Source: an optimization exercise on an open RTL-to-GDS flow (aim: small area and a short achievable clock period). Production flows keep margins and buffers that such runs may drop. Function was checked by simulation only, so behaviour that the tests miss may differ from the original.

==> flow/design.v, too long to show whole: its modules and the start of the top module <==
// module neuron_intra_Nbits: 12434 lines
// module nfa: 4 lines
// module nha: 4 lines
module neuron_intra_Nbits #(
parameter N = 16,
parameter N_INPUTS = 16,
parameter LOG_N_INPUTS = 4
) (
    input  wire                         clk,
    input  wire                         rst,
    input  wire                         en,
    input  wire signed [N*N_INPUTS-1:0] W,
    input  wire signed [N*N_INPUTS-1:0] X_N,
    output reg signed [         N-1:0] Out
);
  // ...
==> flow/run.sh <==
#!/bin/bash
# synth_recipe.tcl (not shown) runs the flow's synth.tcl, then flattens the netlist and writes it again
# the make line also repeats each setting of config.mk as NAME=value (left out here)
make -C /OpenROAD-flow-scripts/flow DESIGN_CONFIG=/design/flow/config.mk WORK_HOME=/design/flow/orfs CLKGATE_MAP_FILE= SYNTH_SCRIPT=/design/flow/synth_recipe.tcl finish
==> flow/config.mk <==
export PLATFORM = sky130hd
export DESIGN_NAME = neuron_intra_Nbits
export DESIGN_NICKNAME = neuron_intra_Nbits
export VERILOG_FILES = /design/flow/design.v
export SDC_FILE = /design/flow/constraint.sdc
export NUM_CORES = 4
export LEC_CHECK = 0
export CAP_MARGIN = 40
export CORE_MARGIN = 2
export CORE_UTILIZATION = 40
export SLEW_MARGIN = 60
export SYNTH_HIERARCHICAL = 1
export SYNTH_MINIMUM_KEEP_SIZE = 0
==> flow/constraint.sdc <==
create_clock -name core_clock -period 14.0 [get_ports {clk}]
set_input_delay 2.8000 -clock core_clock [delete_from_list [all_inputs] [get_ports {clk}]]
set_output_delay 2.8000 -clock core_clock [all_outputs]
set_load 0.01 [all_outputs]
==> key figures, run 1 <==
Global routing
  • Initial antenna violation count: 35
  • Gr ovfl total: 0

Critical path
  • Critical Path End: cs[273]
  • CP Class: input pin to flip-flop
  • CP cell instances: clkdlybuf4s50_1 -> ha_2 -> nand2b_1 -> clkinv_2 -> xnor2_1 -> fa_1 -> fa_1 -> fa_1 -> fa_1 -> fa_1 -> fa_1
  • Critical path buffer and inverter count: 2
  • Critical Path RT: ~15 ns
  • Worst EP arrival: ~7.9 ns

Layout
  • Buffers excl. clock: just over 700
  • Reg with most FFs: cs
  • Non-clk buf share: 0.0497
  • Final Cell Area: 111000 um^2
  • Layout cells sized above 1: 0.0872
  • Seq Cell Count: a little over 500
  • Proportion of cell area occupied by registers: 0.0945
  • Finished Layout Cells: 12800

Outcome
  • Outcome: no timing/DRC/antenna violations

Worst hold path
  • Hold path depth: 2

Synth
  • Share of async-settable or async-resettable flops after synthesis: 0.0331
  • Post-synthesis compound-gate area fraction: 0.163
  • Post-synthesis xor/xnor area fraction: 0.187
  • Syn Area/Cell: 10.6 um^2
  • Most common cell in the netlist: fa_1
  • Post-synth top area share: 0.437
  • Synth Area in Simple Gates: 0.0315
  • Adder-cell share of the synthesized area: 0.460

Timing
  • Clock Skew: 0.0416 ns
  • Final period util: 0.523
  • Minimum clock period after layout: ~7.3 ns
  • Final hold vios: 0

Routing
  • Drt initial violations: 13800
  • Post-route DRC: 0
  • Met2 WL: roughly 240 mm

CTS
  • Clock sink total: approximately 500
  • Root Driver: clkbuf_16
  • Clk slew on worst S/H paths: roughly 0.07 ns
  • Number of CTS-inserted buffers: 70

Place
  • DP Area: about 110000 um^2
==> run 2, diff against run 1 <==
==> flow/flow/run.sh (new file) <==
#!/bin/bash
# Own layout flow: the standard flow (standard.sh: unchanged synthesis,
# constraints and steps), except that the port buffers that buffer_ports adds
# to every input and output are sky130_fd_sc_hd__buf_2 rather than the tool's
# default pick (clkdlybuf4s50_1, a slow delay cell twice the area).
# make's and each tool's full output goes to standard_finish.log here; ORFS
# also keeps a log per step under orfs/logs/.
set -euo pipefail
bash standard.sh "BUFFER_PORTS_ARGS=-buffer_cell sky130_fd_sc_hd__buf_2" finish > standard_finish.log 2>&1
test -s out/final.def
==> flow/standard.sh (new file) <==
#!/bin/bash
# synth_recipe.tcl (not shown) runs the flow's synth.tcl, then flattens the netlist and writes it again
# the make line also repeats each setting of config.mk as NAME=value (left out here)
make -C /OpenROAD-flow-scripts/flow DESIGN_CONFIG=/design/flow/config.mk WORK_HOME=/design/flow/orfs CLKGATE_MAP_FILE= SYNTH_SCRIPT=/design/flow/synth_recipe.tcl "${@:-finish}"
removed: flow/run.sh
==> run 2 against run 1 <==
Still clean; routed wire length increased by 3.2%; die area unchanged; area after synthesis did not move; first-iteration DRC count up 7.4%; non-clock buffer count shrank 47; final cell count shrank 0.27%; critical path type is now flip-flop to flip-flop; highest routed layer unchanged.
==> key figures, run 2 <==
Routing
  • Drt initial violations: 14900 (+7.4%)
  • 1st-pass router iterations: 7
  • Post-route DRC: 0 (unchanged)
  • Final WL: approximately 600 mm
  • DR WL/cell: 45.7 um
  • Via/cell ratio: approximately 6.6
  • Total number of vias: about 84000
  • Final ANT Viol Nets: 0

Outcome
  • Outcome: no timing/DRC/antenna violations

Layout
  • Area Growth Syn to Fin: 6.83%
  • FF/Latch Area: ~11000 um^2
  • Reg with most FFs: cs
  • Fillers: roughly 24000
  • Largest regs: cs x481, Out x15, pend x15
  • Layout cells sized above 1: 0.117 (+0.0297)
  • Nets@finish: ~12000
  • Footprint of the multi-input gates: around 87000 um^2
  • Leading cell type in the layout, fill and taps excluded: fa_1
  • Commonest cells after routing, fill and taps aside: fa_1 (2195), xnor2_1 (2039), a22oi_1 (1680)
  • Largest register FFs: 481

Critical path
  • Worst EP arrival: 7.73 ns (-0.16 ns)
  • Max stage delay on crit path: between 0.6 and 0.7 ns
  • Slowest CP cell: fa_1
  • Critical path buffer and inverter count: 0 (-2)
  • Most used cell, CP: fa_1
  • CP top delay family: adder cells
  • CP startpoint kind: flip-flop
  • R2R Setup Slk: 6.72 ns
  • CP cell instances: fa_1 -> fa_1 -> fa_1 -> fa_1 -> fa_1 -> fa_1 -> ha_1 -> ha_1 -> and4_1 -> nand4_1 -> a41oi_2 -> a31oi_1 -> xnor2_2 -> and2_4 -> nor2_1
  • Critical Path Sink Type: flip-flop
  • CP Max Fanout: 30
  • CP Class: flip-flop to flip-flop
  • Critical Path RT: 14.45 ns (-0.12 ns)

Synth
  • Netlist cell types: 56
  • YS warnings: 7
  • Share of async-settable or async-resettable flops after synthesis: 0.0331 (unchanged)
  • Yosys top cell by area: fa_1
  • Top post-synthesis cells by count: fa_1 (2238), xnor2_1 (2056), a22oi_1 (1680), clkbuf_1 (938), a21oi_1 (516)
  • Mapped Area: 102000 um^2
  • Syn Area/Cell: 10.6 um^2 (unchanged)
  • Top FF cell, synth: dfxtp_1
  • Ranking of synthesized cells by area: fa_1 (44%), xnor2_1 (18%), a22oi_1 (12%)
  • FF+latch count, synth: a little over 500
  • Register area share after synthesis: 0.103
  • Syn Inst Count: 9679
  • Post-synth top area share: 0.437 (unchanged)
  • Number of synthesized flops with an enable pin: 15
  • Most common cell in the netlist: fa_1

Timing
  • FMAX: 0.137 GHz
  • Actual slew at the worst max-slew pin: roughly 0.72 ns
  • Minimum clock period after layout: 7.28 ns (-0.0425 ns)
  • Max Slew Vio Count: 0
  • Unrepaired setup endpoints after global routing: false
  • Post-route setup TNS: 0 ns
  • Final period util: 0.520 (-0.00304)
  • Final setup viols: 0
  • Slew HR: 0.520
  • Clock Skew: 0.0499 ns (+0.00830 ns)
  • Fin Hold WS: ~0.45 ns
  • Final hold vios: 0 (unchanged)

Die
  • Die footprint: ~260000 um^2
  • Row Count: about 190
  • DIE WIDTH: 510 um
  • IO Count: roughly 530
  • Die H: 510 um
  • Starting density of the core: 0.403
  • Core ar.: approximately 250000 um^2

Place
  • IO Port Bufs: 529
  • Hpwl dp: approximately 490 mm
  • Routability cong.: roughly 1.1

CTS
  • Clock buffer depth: 3
  • Root Driver: clkbuf_16
  • Number of CTS-inserted buffers: 73 (+4.3%)
  • Postcts setup bufs: 0
  • Worst-skew pair later-pin latency: about 0.73 ns
  • H-tree levels: 3
  • Clock sink total: 513 (unchanged)
  • Clk slew on worst S/H paths: 0.06 ns (about the same)
  • PostCTS Resize Cnt: 0
  • TritonCTS clock tree: built
  • Hold_buf cts: 0

Worst hold path
  • Hold WC Path Type: flip-flop to flip-flop

Run
  • MaxCap Viol Count: 0

Global routing
  • Gr ovfl total: 0 (unchanged)
  • Largest net degree at the start of global routing: 37
  • First-pass GRT wire length: slightly below 800 mm
  • Vias in the first global route: between 80000 and 90000
  • Total GRT Usage: 0.444
  • Initial antenna violation count: 43 (+23%)
## run 2: layout make-up
class                           count  area share
Antenna cell                       32    0.000731
Clock buffer                       99      0.0191
Clock inverter                     31     0.00354
Inverter                          389      0.0135
Multi-Input combinational cell   7701       0.795
Sequential cell                   513      0.0960
Tap cell                         3366      0.0385
Timing Repair Buffer              657      0.0336
## run 2: metal layers
metal	share of wire	track usage
met1	0.39	0.602
met2	0.42	0.632
met3	0.12	0.107
met4	0.080	0.285
met5	0.00038	0
## run 2: path summary, 6_finish.rpt
kind | from | to | cells after the start
worst max-delay path | cs[82] | pend[1] | 15
worst min-delay path | pend[7] | Out[7] | 2
worst max register to register | cs[82] | pend[1] | 15
worst min register to register | pend[7] | Out[7] | 2
max in group asynchronous | rst | ven | 2
min in group asynchronous | rst | Out[12] | 2
## run 2: Yosys stat by module, one instance, submodules excluded
module              times used  area (um^2)  cells inside
neuron_intra_Nbits           1        57400          7417
nfa                       2237         20.0             1
nha                         25         12.5             1
## run 2: worst min-delay path: stages (launching register included)
cell      delay, ns
edfxtp_1       0.31
a21oi_1        0.06
o31ai_1        0.05
## run 2: logic make-up (layout without fill, tap and decap cells)
| kind of cell | after synthesis | count (layout) | share of synthesized area |
|---|---|---|---|
| AO/OA/AOI/OAI | 2471 | 2471 | 0.163 |
| XOR/XNOR | 2187 | 2187 | 0.187 |
| adder cells (fa/ha/maj) | 2422 | 2422 | 0.460 |
| buffers and inverters | 1471 | 1176 | 0.0542 |
| flip-flops | 513 | 513 | 0.103 |
| multiplexers | 17 | 17 | 0.00190 |
| other | 2 | 40 | 0.0000733 |
| AND/OR/NAND/NOR | 596 | 596 | 0.0315 |
## run 2: metrics by stage
step	util	setup WS, ns	cells	area [um^2]
floorplan	-	7.10	9685	103000
finish	0.430	6.72	12800	109000
CTS	0.429	6.91	12800	109000
global placement	0.418	5.83	12600	106000
global route	0.430	6.77	12800	109000
detailed placement	0.420	6.28	12600	107000
==> run 3, diff against run 2 <==
==> flow/flow/run.sh (replaced) <==
#!/bin/bash
# Own layout flow: the standard flow (standard.sh: unchanged synthesis,
# constraints and steps) with two changes in how the layout is made:
#  - the port buffers that buffer_ports adds to every input and output are
#    sky130_fd_sc_hd__buf_2 rather than the tool's default pick
#    (clkdlybuf4s50_1, a slow delay cell twice the area);
#  - the repair_timing run after clock-tree synthesis aims for 7.6 ns of setup
#    slack (SETUP_SLACK_MARGIN), so the resizer keeps shortening the worst
#    paths after they meet the 14 ns clock. Every other step keeps the default.
# make's and each tool's full output goes to the standard_*.log files here;
# ORFS also keeps a log per step under orfs/logs/.
set -euo pipefail
BP="BUFFER_PORTS_ARGS=-buffer_cell sky130_fd_sc_hd__buf_2"
bash standard.sh "$BP" place > standard_place.log 2>&1
bash standard.sh "$BP" SETUP_SLACK_MARGIN=7.6 cts > standard_cts.log 2>&1
bash standard.sh "$BP" finish > standard_finish.log 2>&1
test -s out/final.def
==> run 3 against run 2 <==
Still clean on timing, DRC and antenna; core utilization is 0.41 points higher; area after synthesis stayed put; non-clock buffer count is 14 higher; routed wire length is 0.15% higher; design area is 0.96% higher; critical path depth is 2 higher; fmax is 10% higher; critical path type unchanged; highest routed layer unchanged.
==> key figures, run 3 <==
Global routing
  • First-pass GRT wire length: 770 mm (+0.18%)
  • Total GRT Usage: 0.444 (+0.000712)
  • Initial antenna violation count: 44 (+2.3%)
  • Vias in the first global route: 81800 (+0.40%)
  • Largest net degree at the start of global routing: 37 (unchanged)
  • Gr ovfl total: 0 (unchanged)

Timing
  • Final hold vios: 0 (unchanged)
  • Minimum clock period after layout: 6.60 ns (-0.677 ns)
  • Max Slew Vio Count: 0 (unchanged)
  • Unrepaired setup endpoints after global routing: false
  • Slew HR: 0.546 (+0.0264)
  • Final period util: 0.471 (-0.0484)
  • Actual slew at the worst max-slew pin: 0.680 ns (-0.0383 ns)
  • Post-route setup TNS: 0 ns (unchanged)
  • Final setup viols: 0 (unchanged)
  • Clock Skew: 0.0468 ns (-0.00304 ns)
  • FMAX: 0.152 GHz (+10%)

Synth
  • Combinational family with the most area after synthesis: adder cells
  • Mapped Area: 102000 um^2 (unchanged)
  • Top post-synthesis cells by count: fa_1 (2238), xnor2_1 (2056), a22oi_1 (1680), clkbuf_1 (938), a21oi_1 (516)
  • Register area share after synthesis: 0.103 (unchanged)
  • Top FF cell, synth: dfxtp_1
  • Number of synthesized flops with an enable pin: 15 (unchanged)
  • Share of async-settable or async-resettable flops after synthesis: 0.0331 (unchanged)
  • Post-synthesis xor/xnor area fraction: 0.187 (unchanged)
  • Syn Inst Count: 9679 (unchanged)
  • Mux contribution to synthesized area: 0.00190 (unchanged)
  • Most common cell in the netlist: fa_1
  • Ranking of synthesized cells by area: fa_1 (44%), xnor2_1 (18%), a22oi_1 (12%)
  • FF+latch count, synth: 513 (unchanged)
  • YS warnings: 7 (unchanged)
  • Post-synth top area share: 0.437 (unchanged)
  • Netlist cell types: 56 (unchanged)
  • Post-synthesis compound-gate area fraction: 0.163 (unchanged)
  • Syn Area/Cell: 10.6 um^2 (unchanged)
  • Yosys top cell by area: fa_1
  • Adder-cell share of the synthesized area: 0.460 (unchanged)
  • Synth Area in Simple Gates: 0.0315 (unchanged)

Critical path
  • CP cell instances: fa_2 -> fa_1 -> fa_1 -> fa_1 -> fa_1 -> fa_1 -> ha_1 -> ha_1 -> o21a_1 -> o21ai_0 -> a31o_2 -> nand4_1 -> a31oi_4 -> xnor2_2 -> buf_12 -> and2_2 -> o31ai_1
  • CP Max Fanout: 15 (-50%)
  • Worst EP arrival: 7.21 ns (-0.52 ns)
  • Critical Path RT: 14.61 ns (+0.16 ns)
  • Slowest CP cell: fa_1
  • Most used cell, CP: fa_1
  • CP startpoint kind: flip-flop
  • Critical Path Sink Type: flip-flop
  • CP top delay family: adder cells
  • Max stage delay on crit path: 0.65 ns (-0.04 ns)
  • R2R Setup Slk: 7.40 ns (+0.68 ns)
  • Critical path buffer and inverter count: 1 (+1)
  • CP Class: flip-flop to flip-flop

CTS
  • Clock sink total: 513 (unchanged)
  • Hold_buf cts: 0 (unchanged)
  • Clock buffer depth: 3 (unchanged)
  • Worst-skew pair later-pin latency: 0.73 ns (about the same)
  • TritonCTS clock tree: built
  • H-tree levels: 3 (unchanged)
  • Number of CTS-inserted buffers: 73 (unchanged)
  • Clk slew on worst S/H paths: 0.06 ns (about the same)
  • Root Driver: clkbuf_16

Layout
  • Final Cell Area: 111000 um^2 (+0.96%)
  • Nets@finish: 12300 (+0.12%)
  • Reg with most FFs: cs
  • Layout cells sized above 1: 0.126 (+0.00896)
  • Leading cell type in the layout, fill and taps excluded: fa_1
  • Commonest cells after routing, fill and taps aside: fa_1 (2142), xnor2_1 (2036), a22oi_1 (1679)
  • Largest register FFs: 481 (unchanged)
  • Largest regs: cs x481, Out x15, pend x15
  • Area Growth Syn to Fin: 7.85%

Outcome
  • Outcome: no timing/DRC/antenna violations

Die
  • IO Count: 531 (unchanged)
  • Starting density of the core: 0.403 (unchanged)
  • Core ar.: 254000 um^2 (unchanged)
  • Die footprint: 260000 um^2 (unchanged)
  • Die H: 510 um (unchanged)
  • DIE WIDTH: 510 um (unchanged)
  • Row Count: 185 (unchanged)

Routing
  • Drt initial violations: 14600 (-1.9%)
  • Final WL: 585 mm (+0.15%)
  • Final ANT Viol Nets: 0 (unchanged)
  • 1st-pass router iterations: 9 (+2)
  • Via/cell ratio: 6.58 (+0.25%)
  • Post-route DRC: 0 (unchanged)
  • Total number of vias: 84300 (+0.32%)
  • DR WL/cell: 45.7 um (about the same)

Place
  • Hpwl dp: 485 mm (unchanged)
  • IO Port Bufs: 529 (unchanged)
  • DP Area: 107000 um^2 (unchanged)
  • Routability cong.: 1.11 (unchanged)

Worst hold path
  • Hold WC Path Type: flip-flop to flip-flop

Run
  • MaxCap Viol Count: 0 (unchanged)
==> run 3: cell counts after synthesis <==
No cell type changed its count.
==> run 3: metal layers <==
metal / global-route usage / vias up / wire length [um]
li1: - / 31600 / -
met1: 0.603 / 44800 / 226000
met2: 0.634 / 6645 / 244000
met3: 0.108 / 1127 / 66900
met4: 0.284 / 44 / 48100
met5: 0 / - / 310
==> run 3: final timing paths <==
check	startpoint	end	cells past startpoint
worst max-delay path	cs[32]	Out[6]	17
worst min-delay path	pend[7]	Out[7]	2
worst max register to register	cs[32]	Out[6]	17
worst min register to register	pend[7]	Out[7]	2
max in group asynchronous	rst	ven	2
min in group asynchronous	rst	Out[12]	2
==> run 3: final cells by class <==
cell class                 instances  area [um^2]
antenna                           27         67.6
clock buffer                      99         2090
clock inverter                    31          388
fill                           24200       144000
inverter                         389         1810
multi-input combinational       7702        87500
sequential                       513        10500
tap                             3366         4210
timing repair buffer             671         3920
==> run 3: metrics by stage <==
stage / std cells / util / hold slack (ns) / setup slack [ns]
floorplan: 9685 / - / 0.436 / 7.10
global placement: 12600 / 0.418 / 0.445 / 5.83
detailed placement: 12600 / 0.420 / 0.450 / 6.28
CTS: 12800 / 0.434 / 0.453 / 7.60
global route: 12800 / 0.434 / 0.471 / 7.32
finish: 12800 / 0.435 / 0.447 / 7.40
==> run 3: what timing repair did <==
item | in CTS | in global routing
endpoints found under the setup margin | 150 | 0
setup buffers | 14 | 0
resized for setup | 281 | 0
==> run 3: logic make-up after synthesis <==
family / Yosys count
other: 2
XOR/XNOR: 2187
adder cells (fa/ha/maj): 2422
flip-flops: 513
AO/OA/AOI/OAI: 2471
AND/OR/NAND/NOR: 596
multiplexers: 17
buffers and inverters: 1471
==> run 3: per-module statistics from Yosys, one instance, submodules excluded <==
module              flops+latches  cells inside  area [um^2]
nha                             0             1         12.5
neuron_intra_Nbits            513          7417        57400
nfa                             0             1         20.0
==> run 3: worst min-delay path: cells and delay by family, from the launching register on <==
kind / cells / cell delay [ns]
DFF: 1 / 0.31
AOI/OAI and AO/OA: 2 / 0.11
==> run 4, diff against run 3 <==
==> flow/flow/run.sh (replaced) <==
#!/bin/bash
# Own layout flow: the standard flow (standard.sh: unchanged synthesis,
# constraints and steps) with these changes in how the layout is made:
#  - the port buffers that buffer_ports adds to every input and output are
#    sky130_fd_sc_hd__buf_2 rather than the tool's default pick
#    (clkdlybuf4s50_1, a slow delay cell twice the area);
#  - the repair_timing run after clock-tree synthesis aims for 7.6 ns of setup
#    slack, and the one after global routing for 7.5 ns (SETUP_SLACK_MARGIN),
#    so the resizer keeps shortening the worst paths after they meet the
#    14 ns clock. Floorplan and placement keep the default margin.
# make's and each tool's full output goes to the standard_*.log files here;
# ORFS also keeps a log per step under orfs/logs/.
set -euo pipefail
BP="BUFFER_PORTS_ARGS=-buffer_cell sky130_fd_sc_hd__buf_2"
bash standard.sh "$BP" place > standard_place.log 2>&1
bash standard.sh "$BP" SETUP_SLACK_MARGIN=7.6 cts > standard_cts.log 2>&1
bash standard.sh "$BP" SETUP_SLACK_MARGIN=7.5 finish > standard_finish.log 2>&1
test -s out/final.def
==> run 4 against run 3 <==
Still clean; synthesized cell count did not move; non-clock buffer count up 7; first-iteration DRC count is 0.19% higher; critical path depth fell by 7; count of clock-buffer cells in the layout unchanged; critical endpoint is now cs[319].
==> key figures, run 4 <==
CTS
  • Clock sink total: 513 (unchanged)
  • TritonCTS clock tree: built
  • Root Driver: clkbuf_16
  • Hold_buf cts: 0 (unchanged)
  • Number of CTS-inserted buffers: 73 (unchanged)
  • Clock buffer depth: 3 (unchanged)
  • Clk slew on worst S/H paths: 0.06 ns (about the same)
  • Worst-skew pair later-pin latency: 0.73 ns (about the same)
  • H-tree levels: 3 (unchanged)

Synth
  • Post-synth top area share: 0.437 (unchanged)
  • Yosys top cell by area: fa_1
  • Number of synthesized flops with an enable pin: 15 (unchanged)
  • Syn Inst Count: 9679 (unchanged)
  • Share of async-settable or async-resettable flops after synthesis: 0.0331 (unchanged)
  • Syn Area/Cell: 10.6 um^2 (unchanged)
  • Top FF cell, synth: dfxtp_1
  • Register area share after synthesis: 0.103 (unchanged)
  • Netlist cell types: 56 (unchanged)
  • Most common cell in the netlist: fa_1
  • Top post-synthesis cells by count: fa_1 (2238), xnor2_1 (2056), a22oi_1 (1680), clkbuf_1 (938), a21oi_1 (516)
  • Mapped Area: 102000 um^2 (unchanged)
  • Ranking of synthesized cells by area: fa_1 (44%), xnor2_1 (18%), a22oi_1 (12%)
  • YS warnings: 7 (unchanged)
  • FF+latch count, synth: 513 (unchanged)

Routing
  • Drt initial violations: 14600 (+0.19%)
  • Final ANT Viol Nets: 0 (unchanged)
  • Final WL: 586 mm (+0.10%)
  • Total number of vias: 84300 (-0.0036%)
  • DR WL/cell: 45.8 um (about the same)
  • Via/cell ratio: 6.58 (about the same)
  • 1st-pass router iterations: 7 (-2)
  • Post-route DRC: 0 (unchanged)

Critical path
  • CP cell instances: buf_2 -> ha_2 -> nand2b_1 -> inv_4 -> xnor2_1 -> fa_1 -> fa_1 -> fa_1 -> fa_1 -> fa_1
  • Critical path buffer and inverter count: 2 (+1)
  • Critical Path RT: 14.59 ns (-0.02 ns)
  • Most used cell, CP: fa_1
  • CP Max Fanout: 16 (+1)
  • Worst EP arrival: 7.16 ns (-0.05 ns)
  • CP startpoint kind: input pin
  • Slowest CP cell: fa_1
  • CP Class: input pin to flip-flop
  • Max stage delay on crit path: 0.90 ns (+0.25 ns)
  • Critical Path Sink Type: flip-flop
  • CP top delay family: adder cells

Layout
  • Nets@finish: 12300 (+0.065%)
  • Area Growth Syn to Fin: 8.26%
  • Leading cell type in the layout, fill and taps excluded: fa_1
  • Layout cells sized above 1: 0.130 (+0.00372)
  • Commonest cells after routing, fill and taps aside: fa_1 (2122), xnor2_1 (2032), a22oi_1 (1678)
  • FF/Latch Area: 10500 um^2 (unchanged)
  • Largest register FFs: 481 (unchanged)
  • Reg with most FFs: cs
  • Footprint of the multi-input gates: 87800 um^2 (+0.33%)
  • Finished Layout Cells: 12800 (+0.070%)
  • Largest regs: cs x481, Out x15, pend x15
  • Fillers: 24100 (-0.24%)

Global routing
  • Gr ovfl total: 0 (unchanged)
  • Initial antenna violation count: 44 (unchanged)
  • Total GRT Usage: 0.444 (unchanged)
  • Largest net degree at the start of global routing: 37 (unchanged)
  • First-pass GRT wire length: 770 mm (unchanged)
  • Vias in the first global route: 81800 (unchanged)

Timing
  • Minimum clock period after layout: 6.58 ns (-0.0249 ns)
  • Final period util: 0.470 (-0.00178)
  • Post-route setup TNS: 0 ns (unchanged)
  • Unrepaired setup endpoints after global routing: true
  • FMAX: 0.152 GHz (+0.38%)
  • Final setup viols: 0 (unchanged)
  • Max Slew Vio Count: 0 (unchanged)
  • Actual slew at the worst max-slew pin: 0.672 ns (-0.00771 ns)
  • Final hold vios: 0 (unchanged)
  • Fin Hold WS: 0.450 ns (+0.00381 ns)
  • Clock Skew: 0.0466 ns (-0.000206 ns)
  • Slew HR: 0.551 (+0.00515)

Die
  • Die footprint: 260000 um^2 (unchanged)
  • Starting density of the core: 0.403 (unchanged)
  • Die H: 510 um (unchanged)
  • Row Count: 185 (unchanged)
  • Core ar.: 254000 um^2 (unchanged)
  • IO Count: 531 (unchanged)
  • DIE WIDTH: 510 um (unchanged)

Place
  • Routability cong.: 1.11 (unchanged)
  • Hpwl dp: 485 mm (unchanged)
  • IO Port Bufs: 529 (unchanged)
  • Placed cell count: 12600 (unchanged)

Run
  • MaxCap Viol Count: 0 (unchanged)

Worst hold path
  • Hold WC Path Type: flip-flop to flip-flop

Outcome
  • Outcome: no timing/DRC/antenna violations
[run 4: cell counts after synthesis]
Identical to the previous run, type by type.
[run 4: area by class of cell]
class,count,share of cell area
tap,3366,0.0380
inverter,389,0.0165
timing repair buffer,678,0.0362
antenna,28,0.000632
sequential,513,0.0948
clock buffer,99,0.0188
multi-input combinational,7703,0.792
clock inverter,31,0.00350
[run 4: stage by stage]
| step | utilization | cell area, um^2 | worst slack (ns) |
|---|---|---|---|
| floorplan | - | 103000 | 7.10 |
| finish | 0.436 | 111000 | 7.42 |
| CTS | 0.434 | 110000 | 7.60 |
| global placement | 0.418 | 106000 | 5.83 |
| detailed placement | 0.420 | 107000 | 6.28 |
| global route | 0.436 | 111000 | 7.45 |
[run 4: what timing repair did]
action,in CTS,in global routing
hold endpoints to repair,0,0
endpoints found under the setup margin,150,33
pin swaps,8,11
buffers inserted,14,6
cloned,1,2
resized for setup,281,69
[run 4: kinds of logic (layout without fill, tap and decap cells)]
logic type,after synthesis,count (layout),share of synthesized area
XOR/XNOR,2187,2187,0.187
AND/OR/NAND/NOR,596,597,0.0315
buffers and inverters,1471,1197,0.0542
flip-flops,513,513,0.103
other,2,36,0.0000733
AO/OA/AOI/OAI,2471,2472,0.163
adder cells (fa/ha/maj),2422,2422,0.460
multiplexers,17,17,0.00190
[run 4: path summary, 6_finish.rpt]
check,end,slack [ns],cells after the start,from
max reg2reg,pend[8],7.53,17,cs[82]
max in group asynchronous,ven,11.65,2,rst
min in group asynchronous,Out[12],2.04,2,rst
min reg2reg,Out[7],0.45,2,pend[7]
max,cs[319],7.42,10,X_N[141]
min,Out[7],0.45,2,pend[7]
[run 4: modules after synthesis (local to each module, per instance)]
module,flops+latches,times used
neuron_intra_Nbits,513,1
nha,0,25
nfa,0,2237
[run 4: worst min-delay path, stage by stage, from the launching register on]
cell	delay (ns)
edfxtp_1	0.31
a21oi_1	0.06
o31ai_1	0.05
[run 4: layer usage]
layer	track usage	vias up	part of all wire
met3	0.108	1092	0.12
met2	0.634	6756	0.42
met1	0.603	44700	0.39
met5	0	-	0.00043
li1	-	31600	-
met4	0.284	36	0.081
==> run 5, diff against run 4 <==
==> flow/flow/run.sh (replaced) <==
#!/bin/bash
# Own layout flow: the standard flow (standard.sh: unchanged synthesis,
# constraints and steps) with these changes in how the layout is made:
#  - the port buffers that buffer_ports adds to every input and output are
#    sky130_fd_sc_hd__buf_2 rather than the tool's default pick
#    (clkdlybuf4s50_1, a slow delay cell twice the area);
#  - the repair_timing run after clock-tree synthesis aims for 7.8 ns of setup
#    slack, and the one after global routing for 7.7 ns (SETUP_SLACK_MARGIN),
#    so the resizer keeps shortening the worst paths after they meet the
#    14 ns clock. Floorplan and placement keep the default margin.
# make's and each tool's full output goes to the standard_*.log files here;
# ORFS also keeps a log per step under orfs/logs/.
set -euo pipefail
BP="BUFFER_PORTS_ARGS=-buffer_cell sky130_fd_sc_hd__buf_2"
bash standard.sh "$BP" place > standard_place.log 2>&1
bash standard.sh "$BP" SETUP_SLACK_MARGIN=7.8 cts > standard_cts.log 2>&1
bash standard.sh "$BP" SETUP_SLACK_MARGIN=7.7 finish > standard_finish.log 2>&1
test -s out/final.def
==> run 5 against run 4 <==
Via count is 1.1% higher; first-iteration DRC count rose by 1.2%; count of clock-buffer cells in the layout unchanged; die area stayed put; final cell count rose by 1.6%; synthesized cell count stayed put; highest routed layer unchanged; still clean on timing, DRC and antenna.
==> key figures, run 5 <==
Outcome
  • Outcome: no timing/DRC/antenna violations

Place
  • Placed cell count: 12600 (unchanged)
  • Routability cong.: 1.11 (unchanged)
  • IO Port Bufs: 529 (unchanged)
  • Hpwl dp: 485 mm (unchanged)

Critical path
  • CP Max Fanout: 7 (-9)
  • Critical Path RT: 14.46 ns (-0.13 ns)
  • CP Class: flip-flop to flip-flop
  • Critical Path Sink Type: flip-flop
  • FF-to-FF path depth: 17 (unchanged)
  • Worst EP arrival: 6.81 ns (-0.35 ns)
  • CP startpoint kind: flip-flop

CTS
  • Clock sink total: 513 (unchanged)
  • Hold_buf cts: 0 (unchanged)
  • Clock buffer depth: 3 (unchanged)
  • TritonCTS clock tree: built
  • H-tree levels: 3 (unchanged)
  • Root Driver: clkbuf_16
  • Clk slew on worst S/H paths: 0.06 ns (about the same)
  • Number of CTS-inserted buffers: 73 (unchanged)
  • Worst-skew pair later-pin latency: 0.73 ns (about the same)

Layout
  • Largest register FFs: 481 (unchanged)
  • Layout cells sized above 1: 0.175 (+0.0450)
  • Area Growth Syn to Fin: 12.0%
  • Nets@finish: 12500 (+1.7%)
  • Finished Layout Cells: 13000 (+1.6%)
  • Largest regs: cs x481, Out x15, pend x15
  • Leading cell type in the layout, fill and taps excluded: xnor2_1
  • Reg with most FFs: cs
  • Commonest cells after routing, fill and taps aside: xnor2_1 (2005), fa_1 (1948), a22oi_1 (1671)

Synth
  • Ranking of synthesized cells by area: fa_1 (44%), xnor2_1 (18%), a22oi_1 (12%)
  • Most common cell in the netlist: fa_1
  • YS warnings: 7 (unchanged)
  • Mapped Area: 102000 um^2 (unchanged)
  • FF+latch count, synth: 513 (unchanged)
  • Top post-synthesis cells by count: fa_1 (2238), xnor2_1 (2056), a22oi_1 (1680), clkbuf_1 (938), a21oi_1 (516)
  • Netlist cell types: 56 (unchanged)
  • Post-synthesis xor/xnor area fraction: 0.187 (unchanged)
  • Share of async-settable or async-resettable flops after synthesis: 0.0331 (unchanged)
  • Top FF cell, synth: dfxtp_1
  • Combinational family with the most area after synthesis: adder cells
  • Syn Area/Cell: 10.6 um^2 (unchanged)
  • Mux contribution to synthesized area: 0.00190 (unchanged)
  • Register area share after synthesis: 0.103 (unchanged)
  • Number of synthesized flops with an enable pin: 15 (unchanged)
  • Syn Inst Count: 9679 (unchanged)
  • Post-synth top area share: 0.437 (unchanged)
  • Post-synthesis compound-gate area fraction: 0.163 (unchanged)
  • Synth Area in Simple Gates: 0.0315 (unchanged)
  • Adder-cell share of the synthesized area: 0.460 (unchanged)
  • Yosys top cell by area: fa_1

Routing
  • Final ANT Viol Nets: 0 (unchanged)
  • DR WL/cell: 45.4 um (-0.76%)
  • Via/cell ratio: 6.54 (-0.52%)
  • Drt initial violations: 14800 (+1.2%)
  • Total number of vias: 85100 (+1.1%)
  • Post-route DRC: 0 (unchanged)
  • 1st-pass router iterations: 7 (unchanged)
  • Final WL: 591 mm (+0.81%)

Die
  • Starting density of the core: 0.403 (unchanged)
  • Die footprint: 260000 um^2 (unchanged)
  • Core ar.: 254000 um^2 (unchanged)
  • IO Count: 531 (unchanged)
  • Die H: 510 um (unchanged)
  • Row Count: 185 (unchanged)
  • DIE WIDTH: 510 um (unchanged)

Timing
  • Actual slew at the worst max-slew pin: 0.671 ns (-0.000747 ns)
  • Clock Skew: 0.0454 ns (-0.00123 ns)
  • Minimum clock period after layout: 6.35 ns (-0.228 ns)
  • Final setup viols: 0 (unchanged)
  • Post-route setup TNS: 0 ns (unchanged)
  • Final period util: 0.453 (-0.0163)
  • Slew HR: 0.552 (about the same)
  • Final hold vios: 0 (unchanged)
  • Max Slew Vio Count: 0 (unchanged)
  • FMAX: 0.158 GHz (+3.6%)
  • Unrepaired setup endpoints after global routing: true

Worst hold path
  • Hold WC Path Type: flip-flop to flip-flop
  • Hold path depth: 2 (unchanged)

Global routing
  • Largest net degree at the start of global routing: 37 (unchanged)
  • Total GRT Usage: 0.446 (+0.00213)
  • Initial antenna violation count: 37 (-16%)
  • First-pass GRT wire length: 774 mm (+0.46%)
  • Gr ovfl total: 0 (unchanged)
  • Vias in the first global route: 82200 (+0.48%)

Run
  • MaxCap Viol Count: 0 (unchanged)
## run 5: cell counts after synthesis
Identical to the previous run, type by type.
## run 5: cell type report
type	instances	area, um^2
Timing Repair inverter	1	8.76
Clock inverter	31	388
Tap cell	3366	4210
Inverter	389	2240
Fill cell	23800	140000
Timing Repair Buffer	882	5990
Multi-Input combinational cell	7703	89300
Clock buffer	99	2090
Sequential cell	513	10500
Antenna cell	26	65.1
## run 5: kinds of logic (layout without fill, tap and decap cells)
family,count (synthesis),count (layout)
AO/OA/AOI/OAI,2471,2471
adder cells (fa/ha/maj),2422,2422
XOR/XNOR,2187,2187
buffers and inverters,1471,1402
AND/OR/NAND/NOR,596,598
flip-flops,513,513
multiplexers,17,17
other,2,34
## run 5: per-stage QoR
stage	util	area, um^2	setup WS (ns)	hold slack, ns
after floorplan	-	103000	7.10	0.436
after global placement	0.418	106000	5.83	0.445
after detailed placement	0.420	107000	6.28	0.450
after CTS	0.441	112000	7.68	0.453
after global routing	0.451	115000	7.62	0.471
final	0.451	115000	7.65	0.449
## run 5: timing repair
item                       CTS  global route
pin swaps                   33            82
cloned                       5             4
resized for setup          561           270
setup endpoints to repair  198            60
buffers inserted            52           166
## run 5: modules after synthesis, one instance, submodules excluded
module              cell area [um^2]  cells inside
nha                             12.5             1
neuron_intra_Nbits             57400          7417
nfa                             20.0             1
## run 5: worst max-delay path, stage by stage, from the launching register on
cell	delay, ns
dfxtp_1	0.44
fa_2	0.66
fa_1	0.52
fa_1	0.46
fa_1	0.40
fa_1	0.49
fa_1	0.48
ha_1	0.34
ha_1	0.33
o21a_1	0.13
o21ai_0	0.15
a31o_2	0.27
nand4_1	0.40
a31oi_4	0.34
xnor2_2	0.16
buf_12	0.17
and2_2	0.24
nor2_1	0.07
## run 5: worst paths after layout
kind | from | to | slack, ns
min | pend[7] | Out[7] | 0.45
max | cs[33] | pend[0] | 7.65
min in group asynchronous | rst | Out[12] | 2.05
max in group asynchronous | rst | ven | 11.64
min reg2reg | pend[7] | Out[7] | 0.45
max reg2reg | cs[33] | pend[0] | 7.65
## run 5: layer usage
metal	global-route usage	wire, um	vias up
met5	0	182	-
met3	0.113	70300	1143
li1	-	-	32100
met2	0.644	249000	6720
met4	0.272	46400	28
met1	0.602	225000	45200

## port drivers added, routing unchanged
Ports are ideal in the flow. The routed layouts listed here were re-timed in OpenROAD.
Step 1 assumes that a clkbuf_16 drives the clock port and a buf_2 every other input.
Step 2 also shifts input and output timing later by t, the mid clock arrival at the registers, as if the neighbouring blocks saw the same clock.
Three values: ideal ports, drivers, drivers and shift; two values: the first two.
| run | t (ns) | setup WS [ns] | hold slack, ns | worst data-port slew with drivers (ns) |
|---|---|---|---|---|
| run 1 | 0.794 | 6.680 / 6.756 / 5.961 | 0.467 / 0.467 / 0.467 | 0.19 |
| run 2 | 0.805 | 6.722 / 6.722 / 6.077 | 0.448 / 0.448 / 0.448 | 0.13 |
| run 3 | 0.808 | 7.399 / 7.399 / 6.682 | 0.447 / 0.447 / 0.447 | 0.14 |
| run 4 | 0.807 | 7.424 / 7.494 / 6.687 | 0.450 / 0.450 / 0.450 | 0.14 |
| run 5 | 0.804 | 7.652 / 7.640 / 6.835 | 0.449 / 0.449 / 0.449 | 0.14 |
After both steps every run listed still meets setup and hold. For run 5, which loses most, drivers alone change the setup slack by -0.012 ns; drivers and shift together by -0.817 ns.
